Context: an optimization exercise on an open-source flow, tuned for small area, a short achievable clock period and few clock cycles. The choices shown serve that exercise and are no tape-out recipe. Where RTL was checked, it was by simulation tests only, not by an equivalence proof against the original. Power is estimated from default activity; no workload was simulated.

==> flow/design.v (excerpt) <==
module cpu8080(addr, din, dout, readmem, writemem, readio, writeio, intr, inta,
               waitr, reset, clock);
   output [15:0] addr;
   input  [7:0]  din;
   output [7:0]  dout;
   output        readmem;
   output        writemem;
   output        readio;
   output        writeio;
   input         intr;
   output        inta;
   input         waitr;
   input         reset;
   input         clock;
   reg    [7:0]  ir;
   reg    [2:0]  step;       
   reg           intcyc;     
   reg           gap;        
   reg           take_q;     
   reg           ei;
   reg           eienb;
   reg           xs;         
   reg    [15:0] pc;
   reg    [15:0] sp;
   reg    [7:0]  W, Z;
   reg    [7:0]  rB, rC, rD, rE, rH, rL, rA;
   reg           fS, fZ, fAC, fP, fCY;
   reg           tc;         
   function [2:0] rmap;
      input [2:0] i;
      input       s;
      rmap = (s && (i[2] ^ i[1])) ? {~i[2], ~i[1], i[0]} : i;
   endfunction
   function [7:0] rsel;
      input [2:0] p;
      case (p)
         3'd0: rsel = rB;
         3'd1: rsel = rC;
         3'd2: rsel = rD;
         3'd3: rsel = rE;
         3'd4: rsel = rH;
         3'd5: rsel = rL;
         default: rsel = rA;
      endcase
   endfunction
   wire [2:0] ddd = ir[5:3];
   wire [7:0] flagbyte = {fS, fZ, 1'b0, fAC, 1'b0, fP, 1'b1, fCY};
   reg cond;
   always @(*)
      case (ddd)
         3'd0: cond = !fZ;
         3'd1: cond = fZ;
         3'd2: cond = !fCY;
         3'd3: cond = fCY;
         3'd4: cond = !fP;
         3'd5: cond = fP;
         3'd6: cond = !fS;
         default: cond = fS;
      endcase
   wire [2:0] nxt, alt;
   wire       usecond, hlt, pc_we, sp_we, sp_we_c, sp_m2, z_we, w_we, w_src;
   wire [1:0] z_src;
   wire       we, wdin, tc_we, daa, szp_alu, szp_din, xs_t;
   wire [2:0] widx, cy_sel;
   wire [1:0] ac_sel;
   cpu8080_ctl cur(.ir(ir), .step(step),
      .bus(), .asel(), .isel(), .dsrc(), .xz(), .xidx(), .ysrc(), .yidx(),
      .ksel(), .aop(), .acin(), .last(),
      .nxt(nxt), .alt(alt), .usecond(usecond), .hlt(hlt),
      .pc_we(pc_we), .sp_we(sp_we), .sp_we_c(sp_we_c), .sp_m2(sp_m2),
      .z_we(z_we), .w_we(w_we), .z_src(z_src), .w_src(w_src),
      .we(we), .widx(widx), .wdin(wdin), .tc_we(tc_we), .daa(daa),
      .szp_alu(szp_alu), .szp_din(szp_din), .ac_sel(ac_sel), .cy_sel(cy_sel),
      .xs_t(xs_t));
   reg    [2:0]  bus;
  ...
export LEC_CHECK = 0
export ABC_AREA = 1
export CAP_MARGIN = 20
export CORE_MARGIN = 2
export CORE_UTILIZATION = 50
export SETUP_SLACK_MARGIN = 2.5
export SLEW_MARGIN = 20
create_clock -name core_clock -period 7.0 [get_ports {clock}]
run.sh (not shown) runs the stock make flow with config.mk's settings and CLKGATE_MAP_FILE= SYNTH_SCRIPT=/design/flow/synth_recipe.tcl, a recipe that flattens the netlist after the stock synthesis.
Then changed:
--- a/flow/design.v
+++ b/flow/design.v
@@ -55,17 +55,21 @@
    reg           take_q;     
    reg           ei;
    reg           eienb;
    reg           xs;         
    reg    [15:0] pc;
    reg    [15:0] sp;
    reg    [7:0]  W, Z;
    reg    [7:0]  rB, rC, rD, rE, rH, rL, rA;
-   reg           fS, fZ, fAC, fP, fCY;
+   reg           fS, fAC, fCY;
+   reg    [7:0]  fr;
+   reg           fm, pZ, pP;
+   wire          fZ = fm ? pZ : ~|fr;
+   wire          fP = fm ? pP : ~^fr;
    reg           tc;         
    function [2:0] rmap;
       input [2:0] i;
       input       s;
       rmap = (s && (i[2] ^ i[1])) ? {~i[2], ~i[1], i[0]} : i;
    endfunction
    function [7:0] rsel;
       input [2:0] p;
@@ -280,19 +284,19 @@
             end
             if (pc_en) pc <= idu;
             if (last && (din_push || din_rst)) sp <= spm2;
             else if (sp_en) sp <= sp_m2 ? spm2 : idu;
             if (z_we)
                Z <= (z_src == 2'd1) ? idu[7:0] : (z_src == 2'd2) ? ares : din;
             if (w_we) W <= w_src ? idu[15:8] : din;
             if (szp_alu) begin
-               fS <= ares[7]; fZ <= ~|ares; fP <= ~^ares;
+               fS <= ares[7]; fr <= ares; fm <= 1'b0;
             end else if (szp_din) begin
-               fS <= din[7]; fZ <= din[6]; fP <= din[2];
+               fS <= din[7]; pZ <= din[6]; pP <= din[2]; fm <= 1'b1;
             end
             if (daa_en)
                case (ac_sel)
                   2'd1: fAC <= 1'b0;
                   2'd2: fAC <= acout;
                   2'd3: fAC <= din[4];
                   default: ;
                endcase
=> The new run went through all stages and came out clean. Synthesized cell count rose by 0.74%. Cell area rose by 1.5%. Die area rose by 0.73%. Worst setup slack gets better by 0.088 ns. Total power fell by 2.6%.
Testbench counts after the change, summed over its fixed seeds: cycles 198,819.
For the first run of this note, only the layout was checked, not whether the RTL still works.

-- static timing again, ports no longer ideal --
In the flow no input, the clock included, has a driving cell. The finished layouts below were timed again as built, in two steps. Step 1: set_driving_cell puts a clkbuf_16 on clock and a buf_2 on each other input, an assumption about the parent block. Step 2 adds t to the input delays and takes it off the output delays; t is the mean of the earliest and latest rising clock arrival at the registers after step 1. Input paths then give back, and output paths get back, about the clock's delay inside the block. a / b / c = ideal ports / drivers / drivers and shift; a / b = the first two.
run	t (ns)	slack for setup (ns)	slew at the worst register clock pin (ns)	worst data-port slew with drivers (ns)
the first run	0.484	2.345 / 2.345 / 2.129	0.08 / 0.08	0.03
the second run	0.499	2.433 / 2.380 / 2.050	0.08 / 0.08	0.04
After both steps setup and hold are still met in every run listed. For the second run, which loses most, drivers alone change the setup slack by -0.053 ns; drivers and shift together by -0.383 ns.
